From an optimization exercise on the open Yosys and OpenROAD flow, aimed at small area, a short achievable clock period and few clock cycles; shortcuts taken in it are not production practice.
In this exercise RTL edits were held to simulation tests only and were not proved equivalent to the original.

==> flow/design.v, too long to show whole: its modules and the start of the top module <==
// module mac_pair: 202 lines
// module mac_sum: 343 lines
// module quant_tree: 356 lines
// module gemv_top: 372 lines
module gemv_top (
    input  logic        clk,
    input  logic        rst,
    input  logic        start,
    input  logic [9:0]  rows,
    input  logic [9:0]  cols,
    input  logic        x_tile_valid,
    input  logic [63:0] x_tile_in,
    output logic        x_tile_ready,
    input  logic        bias_tile_valid,
    input  logic [63:0] bias_tile_in,
    output logic        bias_tile_ready,
    input  logic        w_valid,
    input  logic [63:0] w_tile_row_in,
    output logic        w_ready,
    output logic        y_tile_valid,
    output logic [63:0] y_tile_out,
    output logic [9:0]  y_tile_idx,
    input  logic        y_tile_ready,
    output logic        tile_done,
    output logic        done
);
  // ...
==> flow/flow/run.sh <==
#!/bin/bash
# Layout flow: the standard layout (standard.sh, standard synthesis
# unchanged), with timing repair aimed at a tighter setup slack than the flow
# settings allow, gate sizing not limited to cells of the same footprint, and
# the port buffers made with buf_1 (upsized by the repair where needed). The make output goes to flow_standard.log;
# ORFS's own step logs stay under orfs/logs.
set -euo pipefail
bash standard.sh SETUP_SLACK_MARGIN=6.4 MATCH_CELL_FOOTPRINT=0 \
    "BUFFER_PORTS_ARGS=-buffer_cell sky130_fd_sc_hd__buf_1" finish > flow_standard.log 2>&1
==> flow/standard.sh <==
#!/bin/bash
# synth_recipe.tcl (not shown) runs the flow's synth.tcl, then flattens the netlist and writes it again
# the make line also repeats each setting of config.mk as NAME=value (left out here)
make -C /OpenROAD-flow-scripts/flow DESIGN_CONFIG=/design/flow/config.mk WORK_HOME=/design/flow/orfs CLKGATE_MAP_FILE= SYNTH_SCRIPT=/design/flow/synth_recipe.tcl "${@:-finish}"
==> flow/config.mk <==
export PLATFORM = sky130hd
export DESIGN_NAME = gemv_top
export DESIGN_NICKNAME = gemv_top
export VERILOG_FILES = /design/flow/design.v
export SDC_FILE = /design/flow/constraint.sdc
export NUM_CORES = 4
export LEC_CHECK = 0
export CAP_MARGIN = 20
export CORE_MARGIN = 2
export CORE_UTILIZATION = 55
export CTS_BUF_LIST = sky130_fd_sc_hd__clkbuf_8 sky130_fd_sc_hd__clkbuf_16
export CTS_CLUSTER_DIAMETER = 55
export CTS_CLUSTER_SIZE = 30
export SLEW_MARGIN = 20
==> flow/constraint.sdc <==
create_clock -name core_clock -period 10.0 [get_ports {clk}]
set_input_delay 2.0000 -clock core_clock [delete_from_list [all_inputs] [get_ports {clk}]]
set_output_delay 2.0000 -clock core_clock [all_outputs]
set_load 0.01 [all_outputs]
==> impl_metrics.json, run 1 <==
{
  "status": "timing/DRC/antenna clean",
  "die_h_um": 486.4,
  "multi_input_area_share": 0.2635,
  "relSlewSlack": 0.2415,
  "gr-usage-met3": 0.03371,
  "ff2ff_setup_slack_ps": 6150,
  "dr.max_layer_used": "met5",
  "final_cell_mix": "edfxtp_1 (1868), dfxtp_1 (1461), inv_1 (652), xnor2_1 (442), fa_1 (426)",
  "fill_cells": 17639,
  "clk_share": 0.05617,
  "slowest_stage": "fa_1",
  "drive_gt1_frac": 0.1120,
  "post-place-cells": 11383,
  "grt_use_met2": 0.3463,
  "max_stage_delay_ps": 540,
  "seq_area_um2": 87330,
  "crit_buf_inv": 3,
  "clk_latency_ps": 870,
  "finalClockSkew_ps": 74.33,
  "layout.clock_buffers": 222,
  "endpoint": "asm_r[28]",
  "grt_overflow": 0,
  "fin_ws_ps": 6148,
  "synth.top_cell.area_share": 0.4383,
  "hold_class": "reg -> reg",
  "synthCells": 8406,
  "synth.largest_area_cell": "edfxtp_1",
  "regMostFlops": "st",
  "max_clock_freq_mhz": 259.6,
  "drv_cap": 0,
  "synth_xor_area_frac": 0.04763,
  "async_reset_ff_frac": 0.01730,
  "diodes": 24,
  "drt_first_pass_iters": 9,
  "yosysUniqueCellTypes": 87,
  "synth_top_family_by_area": "adder cells",
  "critPathTopFamily": "adder cells",
  "drc": 0
}
Testbench counts, summed over its fixed seeds: cycles 10,859.
==> module gemv_top, before the edit <==
module gemv_top (
    input  logic        clk,
    input  logic        rst,
    input  logic        start,
    input  logic [9:0]  rows,
    input  logic [9:0]  cols,
    input  logic        x_tile_valid,
    input  logic [63:0] x_tile_in,
    output logic        x_tile_ready,
    input  logic        bias_tile_valid,
    input  logic [63:0] bias_tile_in,
    output logic        bias_tile_ready,
    input  logic        w_valid,
    input  logic [63:0] w_tile_row_in,
    output logic        w_ready,
    output logic        y_tile_valid,
    output logic [63:0] y_tile_out,
    output logic [9:0]  y_tile_idx,
    input  logic        y_tile_ready,
    output logic        tile_done,
    output logic        done
);
    logic xrdy, wrdy, brdy, yvld;
    logic xsel, wsel, bsel, ysel;
    wire  xf = x_tile_valid & xsel;
    wire  wf = w_valid & wsel;
    wire  bf = bias_tile_valid & bsel;
    wire  yf = ysel & y_tile_ready;
    assign x_tile_ready    = xrdy;
    assign w_ready         = wrdy;
    assign bias_tile_ready = brdy;
    assign y_tile_valid    = yvld;
    logic       busy, cfg;
    logic [7:0] cq;          
    logic [6:0] rq;          
    logic [3:0] ntm1;        
    logic [3:0] lm1;         
    logic       u7, u4, u2, u1;    
    logic [5:0] rm1;         
    logic [3:0] nbt;         
    logic [7:0] lmask;       
    wire [7:0] cm1_c  = cq - 8'd1;
    wire [6:0] rm1_c  = rq - 7'd1;
    wire [3:0] ntm1_c = cm1_c[6:3];
    wire [3:0] lm1_c  = (ntm1_c == 4'd0) ? 4'd1 : ntm1_c;
    wire [3:0] d_c    = lm1_c - 4'd1;                
    wire       u7_c   = (d_c >= 4'd7);
    wire [3:0] r_c    = u7_c ? d_c - 4'd7 : d_c;
    logic [7:0] lmask_c;
    always_comb begin
        for (int e = 0; e < 8; e++) lmask_c[e] = (3'(e) <= cm1_c[2:0]);
    end
    logic [63:0] xr [0:15];
    logic [3:0]  ph, phn;    
    logic [4:0]  kx;         
    logic        xall;       
    logic [7:0]  xmk;        
    wire [63:0] m7 = u7 ? xr[8]  : xr[1];
    wire [63:0] m4 = u4 ? xr[12] : m7;
    wire [63:0] m2 = u2 ? xr[14] : m4;
    wire [63:0] m1 = u1 ? xr[15] : m2;
    logic [63:0] xin_m;
    always_comb begin
        for (int e = 0; e < 8; e++)
            xin_m[8*e +: 8] = x_tile_in[8*e +: 8] & {8{xmk[e]}};
    end
    always_ff @(posedge clk) begin
        xr[0] <= xsel ? xin_m : m1;
        xr[1] <= xr[0];
        for (int i = 2; i <= 8; i++)  xr[i] <= xr[i-1];
        xr[9] <= m7;
        for (int i = 10; i <= 12; i++) xr[i] <= xr[i-1];
        xr[13] <= m4;
        xr[14] <= xr[13];
        xr[15] <= m2;
    end
    logic [3:0]  tw;         
    logic [5:0]  rw;         
    logic        wact;       
    logic [3:0]  brd;        
    logic [63:0] breg;       
    wire        tw_last = (tw == ntm1);
    wire        w_end   = tw_last & (rw == rm1);
    wire [3:0]  twi     = tw_last ? 4'd0 : tw + 4'd1;    
    wire [5:0]  rwi     = tw_last ? rw + 6'd1 : rw;
    wire [3:0]  phn_n   = (phn == lm1) ? 4'd0 : phn + 4'd1;
    wire        hv_pre  = xall | ({1'b0, phn} < kx);     
    wire        wa0     = wact & (phn == tw);
    wire        wa1     = wact & ~w_end & (phn == twi);
    wire        wb0     = (tw  != 4'd0) | ({1'b0, rw[5:3]}  < brd);
    wire        wb1     = (twi != 4'd0) | ({1'b0, rwi[5:3]} < brd);
    wire [6:0]  nb0     = (tw  == 4'd0) ? {1'b0, rw}  : {1'b0, rw}  + 7'd1;
    wire [6:0]  nb1     = (twi == 4'd0) ? {1'b0, rwi} : {1'b0, rwi} + 7'd1;
    wire        bg0     = (nb0[6:3] >= brd);
    wire        bg1     = (nb1[6:3] >= brd);
    wire        bmore   = (brd < nbt);
    wire        xrdy_n  = xf ? (kx[3:0] != ntm1) : (~xall & (phn_n == kx[3:0]));
    wire        wrdy_n  = (xf | hv_pre) & (wf ? wa1 : wa0) & (bf | (wf ? wb1 : wb0));
    wire        brdy_n  = ~bf & bmore & (wf ? bg1 : bg0);
    logic [95:0] we;
    logic        v1, f1, l1;
    logic [7:0]  b1;
    logic        v2, f2, l2;
    logic [7:0]  b2;
    logic        rd3, rd4;
    logic [22:0] as_r, ac_r;     
    assign tile_done = v1;
    function automatic [11:0] booth4(input [7:0] w);
        logic [8:0] wx;
        wx = {w, 1'b0};
        for (int j = 0; j < 4; j++) begin
            booth4[3*j]   = wx[2*j+1] ^ wx[2*j];                                    
            booth4[3*j+1] = (wx[2*j+2] & ~wx[2*j+1] & ~wx[2*j])
                          | (~wx[2*j+2] & wx[2*j+1] & wx[2*j]);                      
            booth4[3*j+2] = wx[2*j+2];                                               
        end
    endfunction
    always_ff @(posedge clk) begin
        for (int i = 0; i < 8; i++) we[12*i +: 12] <= booth4(w_tile_row_in[8*i +: 8]);
        f1 <= (tw == 4'd0);
        l1 <= tw_last;
        b1 <= breg[8*rw[2:0] +: 8];
        f2 <= f1; l2 <= l1; b2 <= b1;
    end
    localparam int PW = 17;
    logic [PW-1:0] ps [0:3];
    logic [PW-1:0] pc [0:3];
    logic [PW-1:0] ps_n [0:3];
    logic [PW-1:0] pc_n [0:3];
    logic [22:0]   as_n, ac_n;
    for (genvar k = 0; k < 4; k++) begin : g_pair
        mac_pair u_pair (
            .x0(xr[1][16*k +: 8]), .x1(xr[1][16*k+8 +: 8]),
            .e0(we[24*k +: 12]),   .e1(we[24*k+12 +: 12]),
            .s(ps_n[k]), .c(pc_n[k])
        );
    end
    mac_sum u_sum (
        .s0(ps[0]), .c0(pc[0]), .s1(ps[1]), .c1(pc[1]),
        .s2(ps[2]), .c2(pc[2]), .s3(ps[3]), .c3(pc[3]),
        .b(f2 ? b2 : 8'd0),
        .as(f2 ? 23'd0 : as_r), .ac(f2 ? 23'd0 : ac_r),
        .s(as_n), .c(ac_n)
    );
    wire [22:0] acc = as_r + ac_r;    
    always_ff @(posedge clk) begin
        for (int k = 0; k < 4; k++) begin
            ps[k] <= ps_n[k];
            pc[k] <= pc_n[k];
        end
        if (v2) begin
            as_r <= as_n;
            ac_r <= ac_n;
        end
    end
    logic signed [22:0] st [0:63];
    logic iss, sh;           
    wire signed [22:0] s32  = rm1[5] ? st[32] : st[0];
    wire signed [22:0] s16  = rm1[4] ? st[48] : s32;
    wire signed [22:0] s8   = rm1[3] ? st[56] : s16;
    wire signed [22:0] s4   = rm1[2] ? st[60] : s8;
    wire signed [22:0] s2   = rm1[1] ? st[62] : s4;
    wire signed [22:0] s1   = rm1[0] ? st[63] : s2;
    logic signed [22:0] head;    
    always_ff @(posedge clk) begin
        if (sh) begin
            st[0] <= acc;
            for (int i = 1; i <= 32; i++) st[i] <= st[i-1];
            st[33] <= s32;
            for (int i = 34; i <= 48; i++) st[i] <= st[i-1];
            st[49] <= s16;
            for (int i = 50; i <= 56; i++) st[i] <= st[i-1];
            st[57] <= s8;
            for (int i = 58; i <= 60; i++) st[i] <= st[i-1];
            st[61] <= s4;
            st[62] <= st[61];
            st[63] <= s2;
            head   <= s1;
        end
    end
    logic [22:0] maxkey;
    wire  [22:0] key = st[0][22] ? {~st[0][21:0], 1'b1} : {st[0][21:0], 1'b0};
    wire         kup = rd4 & (key > maxkey);
    logic        mku;        
    logic        dinit;      
    logic [21:0] dM;
    logic [21:0] drem;
    logic [4:0]  dcnt;       
    logic [30:0] dq;
    logic [31:0] dq3;        
    wire [22:0] mk1 = maxkey + 23'd1;
    wire [21:0] Mv  = (mk1[22:1] == 22'd0) ? 22'd1 : mk1[22:1];
    logic [4:0] msb;
    always_comb begin
        msb = 5'd0;
        for (int i = 0; i < 22; i++) if (dM[i]) msb = 5'(i);
    end
    wire [4:0]  nit  = 5'd31 - msb;                          
    wire [31:0] kshr = 32'h7F000000 >> nit;                  
    logic       kb;                                          
    wire [22:0] r2   = {drem, kb};
    wire [23:0] dif  = {1'b0, r2} - {2'b0, dM};
    wire        qb   = ~dif[23];
    always_ff @(posedge clk) begin
        if (bsel) breg <= bias_tile_in;    
        xsel <= busy & (cfg | xrdy_n);      
        bsel <= busy & (cfg | brdy_n);      
        wsel <= busy & ~cfg & wrdy_n;       
        ysel <= yvld_n;                     
        if (mku) dM <= Mv;
        if (dinit) begin
            drem <= kshr[21:0];
            dq   <= '0;
        end else if (dcnt != 5'd0) begin
            drem <= qb ? dif[21:0] : r2[21:0];
            dq   <= {dq[29:0], qb};
        end
        dq3 <= {1'b0, dq} + {dq, 1'b0};
        kb  <= dinit ? (nit >= 5'd25) : (dcnt >= 5'd26);      
    end
    logic        qph;        
    logic [2:0]  ecnt;       
    logic [6:0]  qi;         
    logic [3:0]  tx;         
    logic [39:0] qe;
    logic        qv1, ql1;
    logic [2:0]  qs1;
    logic [31:0] qs, qc, qd, qf, qs_n, qc_n, qd_n, qf_n;
    logic        qv2, ql2;
    logic [2:0]  qs2;
    logic [63:0] asm_r;
    logic        acomp;
    logic [63:0] yout;
    logic [3:0]  yidx;
    logic        ylast;      
    function automatic [39:0] booth8(input [22:0] a);
        logic [24:0] ax;
        logic b3, b2, b1, b0;
        ax = {a[22], a, 1'b0};
        for (int j = 0; j < 8; j++) begin
            {b3, b2, b1, b0} = ax[3*j +: 4];        
            booth8[5*j]   = (b1 ^ b0) & ~(b3 ^ b2);                     
            booth8[5*j+1] = b2 ? (~b1 & ~b0) : (b1 & b0);               
            booth8[5*j+2] = (b3 ^ b2) & (b1 ^ b0);                      
            booth8[5*j+3] = b3 ? (~b2 & ~b1 & ~b0) : (b2 & b1 & b0);    
            booth8[5*j+4] = b3;                                         
        end
    endfunction
    wire [6:0] qi_n    = qi + {6'd0, iss};
    wire       iss_n   = (qph | (ecnt == 3'd4)) & ~kup & ~mku & ~dinit & (dcnt <= 5'd1)
                       & (qi_n <= {1'b0, rm1}) & ({1'b0, qi_n[5:3]} <= tx + 4'd1);
    quant_tree u_qt (.e(qe), .q({1'b0, dq}), .q3(dq3), .s(qs_n), .c(qc_n), .d(qd_n), .f(qf_n));
    wire [31:0] q3s   = qs ^ qc ^ qd;
    wire [31:0] q3c   = (qs & qc) | (qs & qd) | (qc & qd);
    wire [31:0] q3d   = {q3c[30:0], 1'b0};
    wire [31:0] q4s   = q3s ^ q3d ^ qf;
    wire [31:0] q4c   = (q3s & q3d) | (q3s & qf) | (q3d & qf);
    wire [31:0] qsum  = q4s + {q4c[30:0], 1'b0};
    wire [7:0]  ybyte = qsum[31:24];
    wire        ymove = acomp & ~ysel;
    wire        yvld_n = busy & ~cfg & (ymove | (ysel & ~yf));
    assign y_tile_out = yout;
    assign y_tile_idx = {6'd0, yidx};
    always_ff @(posedge clk) begin
        if (iss) qe <= booth8(head);
        qs <= qs_n;
        qc <= qc_n;
        qd <= qd_n;
        qf <= qf_n;
        if (qv2) asm_r[8*qs2 +: 8] <= ybyte;
        if (ymove) yout <= asm_r;
        qs1 <= qi[2:0];
        ql1 <= (qi[5:0] == rm1);
        qs2 <= qs1;
        ql2 <= ql1;
    end
    always_ff @(posedge clk or posedge rst) begin
        if (rst) begin
            busy <= 1'b0; cfg <= 1'b0;
            done <= 1'b0;
            xrdy <= 1'b0; wrdy <= 1'b0; brdy <= 1'b0; yvld <= 1'b0;
            kx <= '0; xall <= 1'b0;
            tw <= '0; rw <= '0; wact <= 1'b0; brd <= '0;
            iss <= 1'b0; sh <= 1'b0;
            v1 <= 1'b0; v2 <= 1'b0; rd3 <= 1'b0; rd4 <= 1'b0;
            mku <= 1'b0; dinit <= 1'b0; dcnt <= '0;
            qph <= 1'b0; ecnt <= '0; qi <= '0; tx <= '0;
            qv1 <= 1'b0; qv2 <= 1'b0; acomp <= 1'b0;
        end else begin
            done <= 1'b0;
            cfg  <= 1'b0;
            if (~busy) begin
                xrdy <= 1'b0; wrdy <= 1'b0; brdy <= 1'b0;
                if (start) begin
                    busy <= 1'b1;
                    cfg  <= 1'b1;
                end
            end else if (cfg) begin
                xrdy <= 1'b1;
                brdy <= 1'b1;
                kx <= '0; xall <= 1'b0;
                tw <= '0; rw <= '0; wact <= 1'b1; brd <= '0;
                mku <= 1'b1;
                qph <= 1'b0; ecnt <= '0; qi <= '0; tx <= '0;
                acomp <= 1'b0;
                iss <= 1'b0; sh <= 1'b0;
            end else begin
                kx   <= kx + {4'd0, xf};
                xall <= xall | (xf & (kx[3:0] == ntm1));
                xrdy <= xrdy_n;
                if (wf) begin
                    tw <= twi;
                    rw <= rwi;
                end
                wact <= wact & ~(wf & w_end);
                wrdy <= wrdy_n;
                brd  <= brd + {3'd0, bf};
                brdy <= brdy_n;
                if (wf & w_end) ecnt <= 3'd1;
                else if (ecnt != 3'd0 && ecnt != 3'd5) ecnt <= ecnt + 3'd1;
                if (ecnt == 3'd4) qph <= 1'b1;
                qi  <= qi_n;
                iss <= iss_n;
                sh  <= (v2 & l2) | (ecnt == 3'd3) | iss_n;    
                if (yf) tx <= tx + 4'd1;
                yvld <= yvld_n;
                if (ymove) acomp <= 1'b0;
                if (qv2 & ((qs2 == 3'd7) | ql2)) acomp <= 1'b1;
                if (yf & ylast) begin
                    busy <= 1'b0;
                    done <= 1'b1;
                end
                mku   <= kup;
                dinit <= mku;
                if (dinit) dcnt <= nit;
                else if (dcnt != 5'd0) dcnt <= dcnt - 5'd1;
            end
            v1  <= wf;
            v2  <= v1;
            rd3 <= v2 & l2;
            rd4 <= rd3;
            qv1 <= iss;
            qv2 <= qv1;
        end
    end
    always_ff @(posedge clk) begin
        if (~busy) begin
            cq <= cols[7:0];
            rq <= rows[6:0];
        end
        if (cfg) maxkey <= '0;
        else if (kup) maxkey <= key;
        if (cfg) begin
            ntm1 <= ntm1_c;
            lm1  <= lm1_c;
            u7 <= u7_c; u4 <= r_c[2]; u2 <= r_c[1]; u1 <= r_c[0];
            rm1 <= rm1_c[5:0];
            nbt <= {1'b0, rm1_c[5:3]} + 4'd1;
            lmask <= lmask_c;
            xmk <= (ntm1_c == 4'd0) ? lmask_c : 8'hFF;
            ph  <= lm1_c;
            phn <= 4'd0;
            yidx <= '0;
        end else begin
            ph  <= phn;
            phn <= phn_n;
            if (xf) xmk <= (kx[3:0] + 4'd1 == ntm1) ? lmask : 8'hFF;
            if (yf) yidx <= yidx + 4'd1;
            ylast <= ((yf ? yidx + 4'd1 : yidx) == nbt - 4'd1);
        end
    end
endmodule
==> inputs of run 2 (changes only) <==
--- a/flow/design.v
+++ b/flow/design.v
@@ -1130,4 +1130,7 @@
     logic        qv2, ql2;
     logic [2:0]  qs2;
+    logic        qv3, ql3;
+    logic [2:0]  qs3;
+    logic [7:0]  yb3;
     logic [63:0] asm_r;
     logic        acomp;
@@ -1169,5 +1172,6 @@
         qd <= qd_n;
         qf <= qf_n;
-        if (qv2) asm_r[8*qs2 +: 8] <= ybyte;
+        yb3 <= ybyte;
+        if (qv3) asm_r[8*qs3 +: 8] <= yb3;
         if (ymove) yout <= asm_r;
         qs1 <= qi[2:0];
@@ -1175,4 +1179,6 @@
         qs2 <= qs1;
         ql2 <= ql1;
+        qs3 <= qs2;
+        ql3 <= ql2;
     end
     always_ff @(posedge clk or posedge rst) begin
@@ -1187,5 +1193,5 @@
             mku <= 1'b0; dinit <= 1'b0; dcnt <= '0;
             qph <= 1'b0; ecnt <= '0; qi <= '0; tx <= '0;
-            qv1 <= 1'b0; qv2 <= 1'b0; acomp <= 1'b0;
+            qv1 <= 1'b0; qv2 <= 1'b0; qv3 <= 1'b0; acomp <= 1'b0;
         end else begin
             done <= 1'b0;
@@ -1227,5 +1233,5 @@
                 yvld <= yvld_n;
                 if (ymove) acomp <= 1'b0;
-                if (qv2 & ((qs2 == 3'd7) | ql2)) acomp <= 1'b1;
+                if (qv3 & ((qs3 == 3'd7) | ql3)) acomp <= 1'b1;
                 if (yf & ylast) begin
                     busy <= 1'b0;
@@ -1243,4 +1249,5 @@
             qv1 <= iss;
             qv2 <= qv1;
+            qv3 <= qv2;
         end
     end
==> run 2 against run 1 <==
Net effect:
- still clean on timing, DRC and antenna
- setup slack improved by 350 ps
- worst hold slack got worse by 1.4 ps
- synthesized cell count decreased by 0.25%
- critical path depth decreased by 14
- flip-flop and latch count increased by 13
- sequential share of layout area increased by 0.057 points
- count of clock-buffer cells in the layout increased by 5
- routed wire length increased by 1.3%
- global-route usage increased by 0.27 points
- largest cell class unchanged
==> impl_metrics.json, run 2 <==
{
  "antenna_found_initial": 25,
  "syn_area_per_cell_um2": 15.29,
  "startpoint_type": "register",
  "clk_pin_slew_ps": 100,
  "wl_per_cell_um": 21.40,
  "yosysMostFrequentCell": "edfxtp_1",
  "final_area_um2": 140800,
  "fin_setup_tns_ps": 0,
  "whs_path_depth": 0,
  "async_reset_ff_frac": 0.01752,
  "synth-seq-cells": 3424,
  "finalHoldViolCount": 0,
  "drc": 0,
  "die_h_um": 486.8,
  "maxSlewViolCount": 0,
  "yosysSeqAreaShare": 0.6829,
  "yosysUniqueCellTypes": 87,
  "drtIter0Drc": 5069,
  "synth_compound_area_frac": 0.06725,
  "cts_tree": "yes",
  "path_max_fanout": 5,
  "hold_ws_ps": 303.8,
  "worst_pin_slew_ps": 1242,
  "synth_top_family_by_area": "adder cells",
  "finalClockSkew_ps": 72.31,
  "io_buffer_count": 285,
  "synth_area_leaders": "edfxtp_1 (44%), dfxtp_1 (23%), fa_1 (6.7%)",
  "r2r_start": "qs[9]",
  "drv_cap": 0,
  "syn_area_um2": 128200,
  "yosysWarningCount": 11,
  "hold-path-endpoint": "xr[11][24]",
  "cp_data_required_time_ps": 8000,
  "max_stage_delay_ps": 410,
  "clk_latency_ps": 900,
  "grt_max_degree": 227,
  "cts_root_buf": "clkbuf_16",
  "ff2ff_setup_slack_ps": 6530,
  "final_cell_mix": "edfxtp_1 (1868), dfxtp_1 (1486), inv_1 (562), xnor2_1 (452), fa_1 (431)",
  "num_io_pins": 299,
  "core_area_um2": 232100,
  "cp-end-kind": "output port",
  "max_clock_freq_mhz": 285.2,
  "grtUsageMet1": 0.2921,
  "antenna_left": 0,
  "gr-usage-met3": 0.03351,
  "ys.flop_type": "edfxtp_1",
  "htreeDepth": 4,
  "drive_gt1_frac": 0.1058,
  "reg_top3": "st (1472), xr (1024), we (96)",
  "crit_arrival_ps": 1510,
  "synth_xor_area_frac": 0.04776,
  "critPathTopFamily": "flip-flops",
  "setup_viol": 0,
  "rows": 177,
  "ctsHoldBuffers": 0,
  "dpl_worst_slack_ps": 5942,
  "grt_use_met2": 0.3499,
  "regMostFlops": "st",
  "grtUsageTotal": 0.2121,
  "synth-edff-count": 1868,
  "wirelength_um": 252700,
  "reg2reg_to": "yb3[2]",
  "fin_nets": 9498,
  "drt_first_pass_iters": 9,
  "r2r.worst_path.cells": 10,
  "yosys.area_share.simple": 0.03314,
  "gp_congestion": 0.8787,
  "area_growth_pct": 9.855,
  "initial_core_util": 0.5523,
  "fin_crit_sh": 0.3506,
  "rsz0062_at_grt": "true",
  "relSlewSlack": 0.1720,
  "layout_commonest_cell": "edfxtp_1",
  "placed_cell_area_um2": 132000,
  "hp-start": "xr[10][24]",
  "clockBufferDepth": 3,
  "die_w_um": 486.8,
  "largest_register_ffs": 1472,
  "crit_path_start": "yidx[0]",
  "synthAdderAreaFrac": 0.09679,
  "crit_buf_inv": 1,
  "muxShareOfSynthArea": 0.04201,
  "dp_hpwl_um": 170100,
  "finalCriticalPeriod_ps": 3506,
  "grt_pass1_vias": 64236,
  "design.die.area_um2": 236900,
  "routed_via_density": 5.432,
  "status": "timing/DRC/antenna clean",
  "synthCells": 8385,
  "hold_class": "reg -> reg",
  "grt_pass1_wl_um": 386800,
  "slowest_stage": "dfxtp_2",
  "fin_ws_ps": 6494,
  "critPathKind": "reg -> out",
  "dr_total_vias": 64138,
  "top_usage_layer": "met2",
  "grt_overflow": 0,
  "synth.top_cell.area_share": 0.4376,
  "synth.largest_area_cell": "edfxtp_1",
  "synth_common_cells": "edfxtp_1 (1868), dfxtp_1 (1496), inv_1 (559)",
  "cts_buffers": 220,
  "cts_num_sinks": 3424,
  "crit_chain": "buf_4"
}
## run 2: cell count changes after synthesis, sizes merged, moves of 10 or more
cell	before	now
a22o	204	185
nand2	288	316
o21ai	234	244
dfxtp	1484	1496
a21o	36	46
nand3	56	67
inv	663	577
## run 2: how the worst max path moves through the flow
stage,endpoint,depth (start not counted)
after global routing,yb3[2],10
after detailed placement,yb3[2],10
final,y_tile_idx[0],1
after floorplan,head[0],0
after CTS,yb3[2],10
after global placement,yb3[2],10
## run 2: layout make-up
class,count,area (um2)
antenna,22,55.05
clock buffer,227,5658
clock inverter,191,2841
fill,17597,91270
inverter,582,2185
multi-input combinational,3960,36880
sequential,3424,87580
tap,3043,3807
timing repair buffer,358,1824
## run 2: metal layers
layer | up-vias | wire length [um]
li1 | 30056 | -
met1 | 32149 | 112000
met2 | 1509 | 121600
met4 | 22 | 7037
met3 | 402 | 11940
met5 | - | 114
## run 2: per-stage QoR
stage	cells	util
after floorplan	8391	-
after global placement	11355	0.5688
after detailed placement	11357	0.5689
after CTS	11778	0.6058
after global routing	11801	0.6067
final	11807	0.6067
## run 2: logic make-up (layout without fill, tap and decap cells)
logic type	count (synthesis)	count (layout)
other	1	29
xor gates and xnor gates	699	699
and+or+nand+nor	871	871
DFF	3424	3424
buffers and inverters	1008	1358
muxes	447	447
adders and majority gates	733	733
AOI/OAI and AO/OA	1202	1203
## run 2: timing repair
action                     4_1_cts  5_1_grt
gates cloned                     1        0
pin swaps                        1        0
hold endpoints to repair         0        0
setup endpoints to repair       25       44
setup buffers                    2        0
resized for setup               18       15
Testbench counts of run 2, summed over its fixed seeds: cycles 10,883.
==> inputs of run 3 (changes only) <==
--- a/flow/flow/run.sh
+++ b/flow/flow/run.sh
@@ -6,4 +6,4 @@
 # ORFS's own step logs stay under orfs/logs.
 set -euo pipefail
-bash standard.sh SETUP_SLACK_MARGIN=6.4 MATCH_CELL_FOOTPRINT=0 \
+bash standard.sh SETUP_SLACK_MARGIN=6.65 MATCH_CELL_FOOTPRINT=0 \
     "BUFFER_PORTS_ARGS=-buffer_cell sky130_fd_sc_hd__buf_1" finish > flow_standard.log 2>&1
==> run 3 against run 2 <==
Net effect:
- synthesized area unchanged
- sequential share of layout area decreased by 0.21 points
- routed wire length increased by 0.26%
- setup slack improved by 41 ps
==> impl_metrics.json, run 3 <==
{
  "status": "timing/DRC/antenna clean",
  "gp_congestion": 0.8787,
  "yosysUniqueCellTypes": 87,
  "initial_core_util": 0.5523,
  "yosys.area_share.simple": 0.03314,
  "dp_hpwl_um": 170100,
  "synth_xor_area_frac": 0.04776,
  "layout_commonest_cell": "edfxtp_1",
  "critPathKind": "reg -> out",
  "r2r_start": "pc[0][9]",
  "die_h_um": 486.8,
  "muxShareOfSynthArea": 0.04201,
  "wirelength_um": 253300,
  "htreeDepth": 4,
  "die_w_um": 486.8,
  "synthAdderAreaFrac": 0.09679,
  "crit_buf_inv": 1,
  "core_area_um2": 232100,
  "setup_viol": 0,
  "antenna_found_initial": 24,
  "final_cells": 11835,
  "io_buffer_count": 285,
  "clk_pin_slew_ps": 100,
  "hold-path-endpoint": "xr[11][24]",
  "relSlewSlack": 0.2013,
  "cts_num_sinks": 3424,
  "rows": 177,
  "path_max_fanout": 2,
  "cts_tree": "yes",
  "fin_ws_ps": 6535,
  "synth_area_leaders": "edfxtp_1 (44%), dfxtp_1 (23%), fa_1 (6.7%)",
  "synth.largest_area_cell": "edfxtp_1",
  "hp-start": "xr[10][24]",
  "synth-seq-cells": 3424,
  "cp-end-kind": "output port",
  "synth-edff-count": 1868,
  "maxSlewViolCount": 0,
  "drv_cap": 0,
  "grt_max_degree": 227,
  "finalHoldViolCount": 0,
  "slowest_stage": "dfrtp_2",
  "startpoint_type": "register",
  "num_io_pins": 299,
  "syn_area_um2": 128200,
  "crit_arrival_ps": 1460,
  "hold_class": "reg -> reg",
  "final_area_um2": 141600,
  "synth_top_family_by_area": "adder cells",
  "final_cell_mix": "edfxtp_1 (1868), dfxtp_1 (1387), inv_1 (558), xnor2_1 (450), fa_1 (419)",
  "wl_per_cell_um": 21.40,
  "async_reset_ff_frac": 0.01752,
  "drive_gt1_frac": 0.1308,
  "r2r.worst_path.cells": 10,
  "clk_latency_ps": 890,
  "fin_crit_sh": 0.3465,
  "ff2ff_setup_slack_ps": 6660,
  "fin_setup_tns_ps": 0,
  "reg2reg_to": "ac_r[10]",
  "worst_pin_slew_ps": 1198,
  "drc": 0,
  "synth.top_cell.area_share": 0.4376,
  "cts_buffers": 220,
  "reg_top3": "st (1472), xr (1024), we (96)",
  "fin_nets": 9523,
  "ys.flop_type": "edfxtp_1",
  "placed_cell_area_um2": 132000,
  "crit_chain": "buf_6",
  "clockBufferDepth": 3,
  "cp_data_required_time_ps": 8000,
  "regMostFlops": "st",
  "drtIter0Drc": 5141,
  "whs_path_depth": 0,
  "largest_register_ffs": 1472,
  "drt_first_pass_iters": 9,
  "yosysMostFrequentCell": "edfxtp_1",
  "yosysWarningCount": 11,
  "synth_common_cells": "edfxtp_1 (1868), dfxtp_1 (1496), inv_1 (559)",
  "routed_via_density": 5.442,
  "post-place-cells": 11357,
  "syn_area_per_cell_um2": 15.29,
  "critPathTopFamily": "flip-flops",
  "finalCriticalPeriod_ps": 3465,
  "grtUsageTotal": 0.2125,
  "grt_pass1_wl_um": 387500,
  "rsz0062_at_grt": "true",
  "cts_root_buf": "clkbuf_16",
  "dpl_worst_slack_ps": 5942,
  "antenna_left": 0,
  "synthCells": 8385,
  "grt_pass1_vias": 64334,
  "area_growth_pct": 10.43,
  "yosysSeqAreaShare": 0.6829,
  "max_stage_delay_ps": 480,
  "max_clock_freq_mhz": 288.6,
  "grt_overflow": 0,
  "finalClockSkew_ps": 68.24,
  "design.die.area_um2": 236900,
  "synth_compound_area_frac": 0.06725,
  "dr_total_vias": 64406
}
-- run 3: routing by layer --
metal,GRT usage,routed length (um),vias to the layer above
met3,0.03292,11760,425
li1,-,-,30106
met1,0.2929,112200,32306
met5,0,124,-
met4,0.06117,6999,22
met2,0.3513,122200,1547
-- run 3: cell type report --
class	instances	area (um2)
clock inverter	191	2841
antenna	25	62.56
timing repair buffer	383	2231
fill	17528	90540
sequential	3424	87740
inverter	582	2185
multi-input combinational	3960	37030
tap	3043	3807
clock buffer	227	5658
-- run 3: worst max-delay path by stage --
| stage | slack (ps) | end | depth (start not counted) | from |
|---|---|---|---|---|
| 3_3_place_gp | 5950 | yb3[2] | 10 | qs[9] |
| 3_5_place_dp | 5940 | yb3[2] | 10 | qs[9] |
| 6_report | 6540 | y_tile_valid | 1 | yvld |
| 5_1_grt | 6450 | y_tile_valid | 1 | yvld |
| 2_1_floorplan | -7790 | head[0] | 0 | sh |
| 4_1_cts | 6450 | y_tile_valid | 1 | yvld |
-- run 3: repair_timing --
item / CTS / global route
pin swaps: 3 / 19
gates cloned: 2 / 1
setup buffers: 11 / 13
hold buffers: 0 / 0
gates resized for setup: 118 / 163
setup endpoints to repair: 150 / 157
-- run 3: cells by family after synthesis --
group,Yosys count
AOI/OAI and AO/OA,1202
xor gates and xnor gates,699
adders and majority gates,733
buffers and inverters,1008
DFF,3424
muxes,447
other,1
and+or+nand+nor,871
-- run 3: through the flow --
step | hold slack [ps] | utilization
after floorplan | 309.6 | -
after global placement | 309.5 | 0.5688
after detailed placement | 312.1 | 0.5689
after CTS | 286.8 | 0.6070
after global routing | 292.9 | 0.6098
final | 306.6 | 0.6099
==> inputs of run 4 (changes only) <==
--- a/flow/config.mk
+++ b/flow/config.mk
@@ -8,5 +8,5 @@
 export CAP_MARGIN = 20
 export CORE_MARGIN = 2
-export CORE_UTILIZATION = 55
+export CORE_UTILIZATION = 60
 export CTS_BUF_LIST = sky130_fd_sc_hd__clkbuf_8 sky130_fd_sc_hd__clkbuf_16
 export CTS_CLUSTER_DIAMETER = 55
==> run 4 against run 3 <==
Net effect:
- worst hold slack better by 1.9 ps
- clock skew decreased by 26 ps
- final cell count shrank 2.4%
- synthesized area is the same
- sequential share of layout area is 0.63 points higher
- count of clock-buffer cells in the layout down 24
- first-iteration DRC count rose by 2.4%
- maximum frequency down 1.0%
- die area is 8.3% lower
- global-route usage is 1.4 points higher
- flip-flop and latch count unchanged
==> impl_metrics.json, run 4 <==
{
  "cp_data_required_time_ps": 8000,
  "core_area_um2": 212300,
  "crit_buf_inv": 1,
  "grt_max_degree": 210,
  "die_h_um": 466.2,
  "fin_crit_sh": 0.3501,
  "cts_tree": "yes",
  "max_stage_delay_ps": 490,
  "rows": 169,
  "finalClockSkew_ps": 42.12,
  "dp_hpwl_um": 165000,
  "antenna_left": 0,
  "largest_register_ffs": 1472,
  "setup_viol": 0,
  "cts_root_buf": "clkbuf_16",
  "drive_gt1_frac": 0.1253,
  "syn_area_per_cell_um2": 15.29,
  "cp-end-kind": "output port",
  "synthCells": 8385,
  "drv_cap": 0,
  "crit_arrival_ps": 1500,
  "ys.flop_type": "edfxtp_1",
  "fin_setup_tns_ps": 0,
  "cts_num_sinks": 3424,
  "slowest_stage": "dfrtp_2",
  "grtUsageTotal": 0.2269,
  "grt_overflow": 0,
  "cts_buffers": 197,
  "worst_pin_slew_ps": 1189,
  "htreeDepth": 4,
  "grt_pass1_wl_um": 378900,
  "crit_chain": "buf_6",
  "area_growth_pct": 9.318,
  "wl_per_cell_um": 21.40,
  "final_cell_mix": "edfxtp_1 (1868), dfxtp_1 (1391), inv_1 (562), xnor2_1 (451), fa_1 (421)",
  "critPathTopFamily": "flip-flops",
  "io_buffer_count": 285,
  "synth-seq-cells": 3424,
  "synth-edff-count": 1868,
  "antenna_found_initial": 25,
  "hold_class": "reg -> reg",
  "gp_congestion": 0.8828,
  "clk_latency_ps": 890,
  "fin_nets": 9507,
  "drt_first_pass_iters": 7,
  "drc": 0,
  "ctsHoldBuffers": 0,
  "rsz0062_at_grt": "true",
  "path_max_fanout": 2,
  "layout_commonest_cell": "edfxtp_1",
  "design.die.area_um2": 217400,
  "yosysWarningCount": 11,
  "die_w_um": 466.2,
  "clk_pin_slew_ps": 100,
  "relSlewSlack": 0.2076,
  "routed_via_density": 5.554,
  "synth.largest_area_cell": "edfxtp_1",
  "finalCriticalPeriod_ps": 3501,
  "yosysMostFrequentCell": "edfxtp_1",
  "fill_cells": 15206,
  "initial_core_util": 0.6038,
  "reg_top3": "st (1472), xr (1024), we (96)",
  "status": "timing/DRC/antenna clean",
  "drtIter0Drc": 5265,
  "yosysSeqAreaShare": 0.6829,
  "max_clock_freq_mhz": 285.6,
  "dr_total_vias": 64143,
  "num_io_pins": 299,
  "grt_pass1_vias": 64319,
  "yosysUniqueCellTypes": 87,
  "synth_common_cells": "edfxtp_1 (1868), dfxtp_1 (1496), inv_1 (559)",
  "synth_area_leaders": "edfxtp_1 (44%), dfxtp_1 (23%), fa_1 (6.7%)",
  "async_reset_ff_frac": 0.01752,
  "startpoint_type": "register",
  "regMostFlops": "st",
  "maxSlewViolCount": 0,
  "wirelength_um": 247100,
  "critPathKind": "reg -> out",
  "finalHoldViolCount": 0,
  "syn_area_um2": 128200,
  "synth.top_cell.area_share": 0.4376,
  "hold_ws_ps": 308.5,
  "clockBufferDepth": 3
}
## run 4: cell counts after synthesis
No cell type changed its count.
## run 4: final cells by class
type                    instances  area (um2)  share of cell area
clock inverters               166        2255             0.01609
clock buffers                 203        5069             0.03617
flip-flops and latches       3424       87740              0.6261
multi-input cells            3960       37050              0.2644
repair buffers                390        2298             0.01640
inverters                     582        2185             0.01559
well taps                    2821        3530             0.02519
diodes                          4       10.01          0.00007143
## run 4: repair_timing
| item | in CTS | in global routing |
|---|---|---|
| endpoints found under the setup margin | 273 | 285 |
| gates cloned | 2 | 4 |
| endpoints found under the hold margin | 0 | 0 |
| buffers inserted | 11 | 15 |
| gates resized for setup | 116 | 146 |
| pin swaps | 1 | 18 |
## run 4: path summary, 6_finish.rpt
check                               endpoint  slack (ps)       from  depth (start not counted)
worst max-delay path            y_tile_valid        6500       yvld                          1
worst min-delay path               xr[1][15]         310  xr[0][15]                          0
worst max register to register        yb3[2]        6720      qs[9]                         10
worst min register to register     xr[1][15]         310  xr[0][15]                          0
max in group asynchronous                cfg        7850        rst                          3
min in group asynchronous                qv3        1380        rst                          3
## run 4: logic make-up after synthesis
kind of cell             Yosys count  share of synthesized area
flip-flops                      3424                     0.6829
XOR/XNOR                         699                    0.04776
AO/OA/AOI/OAI                   1202                    0.06725
buffers and inverters           1008                    0.03009
multiplexers                     447                    0.04201
adder cells (fa/ha/maj)          733                    0.09679
other                              1                 0.00002925
AND/OR/NAND/NOR                  871                    0.03314
## run 4: routing by layer
metal	routed length (um)	vias to the layer above	track usage
met4	7677	24	0.07463
li1	-	30010	-
met1	108200	32023	0.3104
met5	149	-	0
met2	119400	1616	0.3768
met3	11660	470	0.03258
## run 4: metrics by stage
step	instance area, um2	worst slack (ps)	utilization	std cells
floorplan	128200	-7792	-	8391
global placement	131700	5991	0.6206	11138
detailed placement	131800	5968	0.6206	11138
CTS	139400	6422	0.6567	11520
global route	140100	6443	0.6600	11547
finish	140100	6499	0.6601	11550
==> inputs of run 5 (changes only) <==
--- a/flow/config.mk
+++ b/flow/config.mk
@@ -8,7 +8,7 @@
 export CAP_MARGIN = 20
 export CORE_MARGIN = 2
-export CORE_UTILIZATION = 60
+export CORE_UTILIZATION = 55
 export CTS_BUF_LIST = sky130_fd_sc_hd__clkbuf_8 sky130_fd_sc_hd__clkbuf_16
-export CTS_CLUSTER_DIAMETER = 55
-export CTS_CLUSTER_SIZE = 30
+export CTS_CLUSTER_DIAMETER = 60
+export CTS_CLUSTER_SIZE = 35
 export SLEW_MARGIN = 20
==> run 5 against run 4 <==
Net effect:
- highest routed layer unchanged
- critical endpoint unchanged
- clock skew up 6.8 ps
- final cell count up 1.7%
- via count barely moved
- first-iteration DRC count rose by 0.42%
- utilization decreased by 5.6 points
- die area is 9.0% higher
==> impl_metrics.json, run 5 <==
{
  "antenna_found_initial": 25,
  "grt_pass1_vias": 63751,
  "gp_congestion": 0.8787,
  "fin_ws_ps": 6517,
  "syn_area_per_cell_um2": 15.29,
  "synthCells": 8385,
  "ys.flop_type": "edfxtp_1",
  "yosysMostFrequentCell": "edfxtp_1",
  "finalHoldViolCount": 0,
  "htreeDepth": 4,
  "final_cell_mix": "edfxtp_1 (1868), dfxtp_1 (1382), inv_1 (558), xnor2_1 (450), fa_1 (422)",
  "r2r_start": "f2",
  "hold-path-endpoint": "xr[4][54]",
  "cts_root_buf": "clkbuf_16",
  "cts_num_sinks": 3424,
  "synth.largest_area_cell": "edfxtp_1",
  "clk_pin_slew_ps": 110,
  "max_stage_delay_ps": 490,
  "grt_overflow": 0,
  "status": "timing/DRC/antenna clean",
  "yosysWarningCount": 11,
  "ctsHoldBuffers": 0,
  "crit_buf_inv": 1,
  "fill_cells": 17622,
  "finalCriticalPeriod_ps": 3483,
  "hold_class": "reg -> reg",
  "crit_chain": "buf_6",
  "regMostFlops": "st",
  "synth-seq-cells": 3424,
  "startpoint_type": "register",
  "maxSlewViolCount": 0,
  "crit_path_start": "yvld",
  "clk_latency_ps": 870,
  "finalClockSkew_ps": 48.88,
  "reg2reg_to": "ac_r[11]",
  "synth_area_leaders": "edfxtp_1 (44%), dfxtp_1 (23%), fa_1 (6.7%)",
  "antenna_left": 0,
  "cp_data_required_time_ps": 8000,
  "final_util": 0.6043,
  "num_io_pins": 299,
  "cts_buffers": 181,
  "cp-end-kind": "output port",
  "wirelength_um": 252500,
  "fin_nets": 9489,
  "rsz0062_at_grt": "true",
  "die_w_um": 486.8,
  "wl_per_cell_um": 21.49,
  "yosysUniqueCellTypes": 87,
  "drt_first_pass_iters": 6,
  "layout_commonest_cell": "edfxtp_1",
  "routed_via_density": 5.457,
  "synth.top_cell.area_share": 0.4376,
  "dp_hpwl_um": 170100,
  "max_clock_freq_mhz": 287.1,
  "area_growth_pct": 9.406,
  "async_reset_ff_frac": 0.01752,
  "slowest_stage": "dfrtp_2",
  "path_max_fanout": 2,
  "dr_total_vias": 64116,
  "fin_crit_sh": 0.3483,
  "worst_pin_slew_ps": 1187,
  "fin_setup_tns_ps": 0,
  "grt_max_degree": 227,
  "dpl_worst_slack_ps": 5942,
  "hp-start": "xr[3][54]",
  "drv_cap": 0,
  "crit_arrival_ps": 1480,
  "synth-edff-count": 1868,
  "whs_path_depth": 0,
  "rows": 177,
  "critPathKind": "reg -> out",
  "cts_tree": "yes",
  "synth_common_cells": "edfxtp_1 (1868), dfxtp_1 (1496), inv_1 (559)",
  "io_buffer_count": 285,
  "core_area_um2": 232100,
  "drtIter0Drc": 5287,
  "grtUsageTotal": 0.2113,
  "die_h_um": 486.8,
  "drc": 0,
  "largest_register_ffs": 1472,
  "yosysSeqAreaShare": 0.6829,
  "grt_pass1_wl_um": 384900,
  "drive_gt1_frac": 0.1239,
  "ff2ff_setup_slack_ps": 6670,
  "clockBufferDepth": 3,
  "relSlewSlack": 0.2088,
  "initial_core_util": 0.5523,
  "syn_area_um2": 128200,
  "r2r.worst_path.cells": 10,
  "critPathTopFamily": "flip-flops",
  "reg_top3": "st (1472), xr (1024), we (96)",
  "design.die.area_um2": 236900,
  "setup_viol": 0
}
## run 5: cell families after synthesis
group / Yosys count / share of synthesized area
buffers and inverters: 1008 / 0.03009
AOI/OAI and AO/OA: 1202 / 0.06725
and+or+nand+nor: 871 / 0.03314
adders and majority gates: 733 / 0.09679
xor gates and xnor gates: 699 / 0.04776
other: 1 / 0.00002925
DFF: 3424 / 0.6829
muxes: 447 / 0.04201
## run 5: cell type report
cell class | instances | area [um2] | area share
antenna | 14 | 35.03 | 0.0002498
clock inverter | 150 | 2422 | 0.01727
sequential | 3424 | 87760 | 0.6258
timing repair buffer | 388 | 2308 | 0.01646
multi-input combinational | 3960 | 37040 | 0.2641
inverter | 582 | 2185 | 0.01558
tap | 3043 | 3807 | 0.02715
clock buffer | 189 | 4684 | 0.03340
## run 5: timing repair
item / in CTS / in global routing
pin swaps: 2 / 23
gates cloned: 2 / 3
setup endpoints to repair: 155 / 161
resized for setup: 122 / 172
setup buffers: 11 / 17
## run 5: how the worst max path moves through the flow
stage,endpoint,slack (ps),cells after the start
floorplan,head[0],-7790,0
global placement,yb3[2],5950,10
detailed placement,yb3[2],5940,10
CTS,y_tile_valid,6440,1
global route,y_tile_valid,6450,1
finish,y_tile_valid,6520,1
## run 5: metal layers
layer / GRT usage / share of wire
met1: 0.2923 / 0.44
met2: 0.3507 / 0.48
met3: 0.03067 / 0.043
met4: 0.05878 / 0.028
met5: 0 / 0.00060
## run 5: through the flow
step	area, um2	std cells	hold WS (ps)
2_1_floorplan	128200	8391	309.6
3_3_place_gp	132000	11355	309.5
3_5_place_dp	132000	11357	312.1
4_1_cts	139500	11709	302.8
5_1_grt	140200	11745	302.9
6_report	140200	11750	305.2
==> inputs of run 6 (changes only) <==
--- a/flow/design.v
+++ b/flow/design.v
@@ -1198,5 +1198,5 @@
             cfg  <= 1'b0;
             if (~busy) begin
-                xrdy <= 1'b0; wrdy <= 1'b0; brdy <= 1'b0;
+                xrdy <= 1'b0; brdy <= 1'b0;
                 if (start) begin
                     busy <= 1'b1;
@@ -1221,5 +1221,4 @@
                 end
                 wact <= wact & ~(wf & w_end);
-                wrdy <= wrdy_n;
                 brd  <= brd + {3'd0, bf};
                 brdy <= brdy_n;
@@ -1231,5 +1230,4 @@
                 sh  <= (v2 & l2) | (ecnt == 3'd3) | iss_n;    
                 if (yf) tx <= tx + 4'd1;
-                yvld <= yvld_n;
                 if (ymove) acomp <= 1'b0;
                 if (qv3 & ((qs3 == 3'd7) | ql3)) acomp <= 1'b1;
@@ -1245,4 +1243,6 @@
             v1  <= wf;
             v2  <= v1;
+            wrdy <= busy & ~cfg & wrdy_n;    
+            yvld <= yvld_n;
             rd3 <= v2 & l2;
             rd4 <= rd3;
==> run 6 against run 5 <==
Net effect:
- clock skew rose by 2.3 ps
- worst hold slack improved by 12 ps
- setup slack got worse by 31 ps
- via count fell by 0.97%
- cell area fell by 0.17%
- final cell count fell by 0.13%
- synthesized cell count barely moved
- register-to-register slack got worse by 80 ps
- count of clock-buffer cells in the layout fell by 2
- still clean
==> impl_metrics.json, run 6 <==
{
  "status": "timing/DRC/antenna clean",
  "drive_gt1_frac": 0.1222,
  "grt_pass1_wl_um": 381900,
  "synth-seq-cells": 3424,
  "core_area_um2": 232100,
  "wl_per_cell_um": 21.37,
  "crit_chain": "buf_6",
  "cp_data_required_time_ps": 8000,
  "drt_first_pass_iters": 8,
  "relSlewSlack": 0.2259,
  "crit_buf_inv": 1,
  "design.die.area_um2": 236800,
  "cts_tree": "yes",
  "ctsHoldBuffers": 0,
  "antenna_left": 0,
  "synthCells": 8383,
  "max_clock_freq_mhz": 284.6,
  "syn_area_per_cell_um2": 15.28,
  "hp-start": "xr[0][16]",
  "grt_max_degree": 227,
  "dr_total_vias": 63492,
  "post-place-cells": 11363,
  "ff2ff_setup_slack_ps": 6590,
  "dpl_worst_slack_ps": 5982,
  "die_w_um": 486.6,
  "fin_setup_tns_ps": 0,
  "antenna_found_initial": 29,
  "synth_area_leaders": "edfxtp_1 (44%), dfxtp_1 (23%), fa_1 (6.7%)",
  "max_stage_delay_ps": 520,
  "grt_pass1_vias": 63666,
  "reg2reg_to": "yb3[7]",
  "htreeDepth": 4,
  "setup_viol": 0,
  "die_h_um": 486.6,
  "routed_via_density": 5.410,
  "synth-edff-count": 1868,
  "final_area_um2": 140000,
  "r2r.worst_path.cells": 12,
  "slowest_stage": "dfrtp_2",
  "num_io_pins": 299,
  "rows": 177,
  "cp-end-kind": "output port",
  "yosysMostFrequentCell": "edfxtp_1",
  "startpoint_type": "register",
  "io_buffer_count": 285,
  "finalClockSkew_ps": 51.16,
  "yosysUniqueCellTypes": 81,
  "drc": 0,
  "fin_nets": 9481,
  "crit_arrival_ps": 1510,
  "fin_crit_sh": 0.3514,
  "cts_buffers": 180,
  "dp_hpwl_um": 170500,
  "final_cell_mix": "edfxtp_1 (1868), dfxtp_1 (1385), inv_1 (558), xnor2_1 (441), fa_1 (419)",
  "finalCriticalPeriod_ps": 3514,
  "layout_commonest_cell": "edfxtp_1",
  "yosysWarningCount": 11,
  "hold-path-endpoint": "xr[1][16]",
  "synth_common_cells": "edfxtp_1 (1868), dfxtp_1 (1496), inv_1 (556)",
  "wirelength_um": 250800,
  "critPathKind": "reg -> out",
  "hold_class": "reg -> reg",
  "cts_num_sinks": 3424,
  "placed_cell_area_um2": 132000,
  "regMostFlops": "st",
  "synth.largest_area_cell": "edfxtp_1",
  "fin_ws_ps": 6486,
  "whs_path_depth": 0,
  "reg_top3": "st (1472), xr (1024), we (96)",
  "async_reset_ff_frac": 0.01752,
  "critPathTopFamily": "flip-flops",
  "yosysSeqAreaShare": 0.6835,
  "rsz0062_at_grt": "true",
  "clk_pin_slew_ps": 110,
  "clk_latency_ps": 850,
  "path_max_fanout": 1,
  "finalHoldViolCount": 0,
  "drtIter0Drc": 4991,
  "ys.flop_type": "edfxtp_1",
  "r2r_start": "qs[16]",
  "initial_core_util": 0.5519,
  "worst_pin_slew_ps": 1161,
  "grt_overflow": 0,
  "synth.top_cell.area_share": 0.4379,
  "largest_register_ffs": 1472,
  "area_growth_pct": 9.301,
  "clockBufferDepth": 3,
  "syn_area_um2": 128100,
  "cts_root_buf": "clkbuf_16",
  "final_cells": 11735,
  "maxSlewViolCount": 0,
  "drv_cap": 0,
  "gp_congestion": 0.8542,
  "grtUsageTotal": 0.2100
}
run 6: metrics by stage:
stage | hold slack, ps | utilization
after floorplan | 309.6 | -
after global placement | 309.6 | 0.5686
after detailed placement | 312.1 | 0.5686
after CTS | 318.7 | 0.6005
after global routing | 313.8 | 0.6031
final | 317.0 | 0.6032
run 6: cells by family after synthesis:
group                      count (synthesis)  share of synthesized area
other                                      1                 0.00002928
xor gates and xnor gates                 692                    0.04732
and+or+nand+nor                          872                    0.03243
adders and majority gates                733                    0.09686
buffers and inverters                    997                    0.02974
muxes                                    455                    0.04273
AOI/OAI and AO/OA                       1209                    0.06744
DFF                                     3424                     0.6835
run 6: worst max-delay path by stage:
stage	from	endpoint	slack, ps	depth (start not counted)
after floorplan	sh	head[0]	-7790	0
after global placement	qs[6]	yb3[7]	6010	14
after detailed placement	qs[6]	yb3[7]	5980	14
after CTS	brdy	bias_tile_ready	6390	1
after global routing	qs[16]	yb3[7]	6400	12
final	brdy	bias_tile_ready	6490	1
run 6: layer usage:
metal  part of all wire  track usage  wire length (um)
met1               0.44       0.2859            110700
met3              0.045      0.03249             11210
met5            0.00056            0               141
met2               0.49       0.3549            122600
met4              0.025      0.05225              6147
run 6: layout make-up:
class / count / area [um2]
Sequential cell: 3424 / 87770
Inverter: 575 / 2160
Antenna cell: 11 / 27.53
Clock inverter: 147 / 2321
Fill cell: 17734 / 92090
Tap cell: 3043 / 3807
Timing Repair Buffer: 379 / 2153
Multi-Input combinational cell: 3969 / 37090
Clock buffer: 187 / 4679
run 6: timing repair:
action                                  in CTS  in global routing
endpoints found under the setup margin     274                342
gates resized for setup                    152                164
pin swaps                                    5                 28
buffers inserted                            10                 11
gates cloned                                 2                  1
Testbench counts of run 6, summed over its fixed seeds: cycles 10,883.
==> inputs of run 7 (changes only) <==
--- a/flow/config.mk
+++ b/flow/config.mk
@@ -6,5 +6,5 @@
 export NUM_CORES = 4
 export LEC_CHECK = 0
-export CAP_MARGIN = 20
+export CAP_MARGIN = 10
 export CORE_MARGIN = 2
 export CORE_UTILIZATION = 55
@@ -12,3 +12,3 @@
 export CTS_CLUSTER_DIAMETER = 60
 export CTS_CLUSTER_SIZE = 35
-export SLEW_MARGIN = 20
+export SLEW_MARGIN = 10
==> run 7 against run 6 <==
Net effect:
- register-to-register slack barely moved
- die area did not move
- routed wire length fell by 0.27%
- first-iteration DRC count rose by 3.3%
- utilization barely moved
==> impl_metrics.json, run 7 <==
{
  "yosysSeqAreaShare": 0.6835,
  "finalClockSkew_ps": 50.95,
  "fin_setup_tns_ps": 0,
  "synth.largest_area_cell": "edfxtp_1",
  "fin_crit_sh": 0.3512,
  "htreeDepth": 4,
  "final_cell_mix": "edfxtp_1 (1868), dfxtp_1 (1385), inv_1 (558), xnor2_1 (441), fa_1 (419)",
  "reg_top3": "st (1472), xr (1024), we (96)",
  "design.die.area_um2": 236800,
  "yosysWarningCount": 11,
  "maxSlewViolCount": 0,
  "slowest_stage": "dfrtp_2",
  "cp-end-kind": "output port",
  "largest_register_ffs": 1472,
  "io_buffer_count": 285,
  "hold_class": "reg -> reg",
  "finalHoldViolCount": 0,
  "num_io_pins": 299,
  "worst_pin_slew_ps": 1223,
  "status": "timing/DRC/antenna clean",
  "grt_pass1_vias": 63666,
  "r2r.worst_path.cells": 12,
  "grt_overflow": 0,
  "grtUsageTotal": 0.2100,
  "layout_commonest_cell": "edfxtp_1",
  "die_w_um": 486.6,
  "startpoint_type": "register",
  "antenna_left": 0,
  "drtIter0Drc": 5157,
  "rsz0062_at_grt": "true",
  "crit_buf_inv": 1,
  "seq_area_um2": 87760,
  "ff2ff_setup_slack_ps": 6590,
  "hold-path-endpoint": "xr[7][42]",
  "drv_cap": 0,
  "synth-seq-cells": 3424,
  "drc": 0,
  "cts_buffers": 180,
  "rows": 177,
  "syn_area_um2": 128100,
  "final_util": 0.6029,
  "synthCells": 8383,
  "synth_area_leaders": "edfxtp_1 (44%), dfxtp_1 (23%), fa_1 (6.7%)",
  "critPathKind": "reg -> out",
  "async_reset_ff_frac": 0.01752,
  "crit_chain": "buf_6",
  "setup_viol": 0,
  "max_clock_freq_mhz": 284.8,
  "ys.flop_type": "edfxtp_1",
  "routed_via_density": 5.411,
  "synth.top_cell.area_share": 0.4379,
  "synth-edff-count": 1868,
  "wl_per_cell_um": 21.33,
  "cp_data_required_time_ps": 8000,
  "clk_pin_slew_ps": 120,
  "clockBufferDepth": 3,
  "fin_nets": 9477,
  "crit_arrival_ps": 1510,
  "reg2reg_to": "yb3[7]",
  "multi_input_area_um2": 37090,
  "fill_cells": 17742,
  "drt_first_pass_iters": 7,
  "wirelength_um": 250100,
  "core_area_um2": 232100,
  "regMostFlops": "st",
  "antenna_found_initial": 29,
  "dp_hpwl_um": 170500,
  "whs_path_depth": 0,
  "syn_area_per_cell_um2": 15.28,
  "cts_tree": "yes",
  "finalCriticalPeriod_ps": 3512,
  "yosysUniqueCellTypes": 81,
  "cts_num_sinks": 3424,
  "relSlewSlack": 0.1843,
  "critPathTopFamily": "flip-flops",
  "synth_common_cells": "edfxtp_1 (1868), dfxtp_1 (1496), inv_1 (556)",
  "max_stage_delay_ps": 520,
  "grt_pass1_wl_um": 381900,
  "hp-start": "xr[6][42]",
  "dr_total_vias": 63466,
  "die_h_um": 486.6,
  "initial_core_util": 0.5519,
  "clk_latency_ps": 850,
  "area_growth_pct": 9.234,
  "drive_gt1_frac": 0.1218,
  "cts_root_buf": "clkbuf_16",
  "ctsHoldBuffers": 0,
  "path_max_fanout": 1,
  "grt_max_degree": 227,
  "gp_congestion": 0.8542,
  "r2r_start": "qs[16]",
  "yosysMostFrequentCell": "edfxtp_1"
}
## run 7: timing repair
action / CTS / global route
buffers inserted: 10 / 10
gates resized for setup: 152 / 167
setup endpoints to repair: 274 / 499
cloned: 2 / 1
pin swaps: 5 / 28
## run 7: layout make-up
type,instances,share of cell area
sequential,3424,0.6272
multi-input combinational,3969,0.2651
clock buffer,187,0.03344
tap,3043,0.02721
clock inverter,147,0.01659
inverter,575,0.01543
timing repair buffer,375,0.01483
antenna,9,0.0001610
## run 7: per-layer routing
| metal | wire length, um | up-vias | global-route usage |
|---|---|---|---|
| met1 | 110200 | 31791 | 0.2859 |
| met5 | 141 | - | 0 |
| met3 | 11190 | 366 | 0.03249 |
| met4 | 6059 | 22 | 0.05225 |
| li1 | - | 29917 | - |
| met2 | 122600 | 1370 | 0.3549 |
## run 7: worst max-delay path by stage
stage | startpoint | end | slack, ps | cells past startpoint
2_1_floorplan | sh | head[0] | -7790 | 0
3_3_place_gp | qs[6] | yb3[7] | 6010 | 14
3_5_place_dp | qs[6] | yb3[7] | 5980 | 14
4_1_cts | brdy | bias_tile_ready | 6390 | 1
5_1_grt | qs[16] | yb3[7] | 6400 | 12
6_report | brdy | bias_tile_ready | 6490 | 1
## run 7: metrics by stage
stage / cells / cell area [um2] / hold slack, ps / setup slack [ps]
global route: 11722 / 139900 / 313.8 / 6404
CTS: 11709 / 139400 / 318.7 / 6389
floorplan: 8389 / 128100 / 309.6 / -7792
global placement: 11363 / 132000 / 309.6 / 6010
finish: 11729 / 139900 / 321.6 / 6488
detailed placement: 11363 / 132000 / 312.1 / 5982
## run 7: kinds of logic after synthesis
| group | count (synthesis) | share of synthesized area |
|---|---|---|
| AO/OA/AOI/OAI | 1209 | 0.06744 |
| multiplexers | 455 | 0.04273 |
| buffers and inverters | 997 | 0.02974 |
| XOR/XNOR | 692 | 0.04732 |
| flip-flops | 3424 | 0.6835 |
| adder cells (fa/ha/maj) | 733 | 0.09686 |
| AND/OR/NAND/NOR | 872 | 0.03243 |
| other | 1 | 0.00002928 |
## run 7: worst register-to-register path, delay by kind of cell, from the launching register on
kind / cells / cell delay, ps
xor+xnor: 1 / 130
compound gates: 7 / 1460
flops: 1 / 330
fa+ha+maj: 3 / 1310
simple gates: 1 / 110

## separate check: timing with driven ports
No port has a modelled driver above. Below, the same layouts with a new extraction and two added sets of constraints.
Step 1: set_driving_cell puts a clkbuf_16 on clk and a buf_2 on each other input, an assumption about the parent block.
Step 2 adds t to the input delays and takes it off the output delays; t is the mean of the earliest and latest rising clock arrival at the registers after step 1. Input paths then give back, and output paths get back, about the clock's delay inside the block.
Slacks: no drivers / after step 1 / after step 2; pairs: no drivers / after step 1.
| run | t (ns) | setup slack, ns | worst hold slack (ns) | clock arrival spread, ns | pins driven straight from the clock port |
|---|---|---|---|---|---|
| run 1 | 0.929 | 6.148 / 6.148 / 6.147 | 0.305 / 0.305 / 0.305 | 0.084 / 0.084 | 1 |
| run 2 | 0.948 | 6.494 / 6.406 / 6.103 | 0.304 / 0.304 / 0.304 | 0.078 / 0.079 | 1 |
| run 3 | 0.948 | 6.535 / 6.447 / 6.111 | 0.307 / 0.307 / 0.307 | 0.074 / 0.074 | 1 |
| run 4 | 0.957 | 6.499 / 6.408 / 5.872 | 0.308 / 0.308 / 0.308 | 0.052 / 0.052 | 1 |
| run 5 | 0.936 | 6.517 / 6.427 / 6.120 | 0.305 / 0.305 / 0.305 | 0.069 / 0.069 | 1 |
| run 6 | 0.925 | 6.486 / 6.392 / 6.313 | 0.317 / 0.317 / 0.317 | 0.065 / 0.064 | 1 |
| run 7 | 0.924 | 6.488 / 6.394 / 6.338 | 0.322 / 0.322 / 0.322 | 0.064 / 0.064 | 1 |
After both steps setup and hold are still met in every run listed. The setup slack of run 4, which loses most, moves by -0.091 ns with the drivers and by -0.627 ns with both steps.
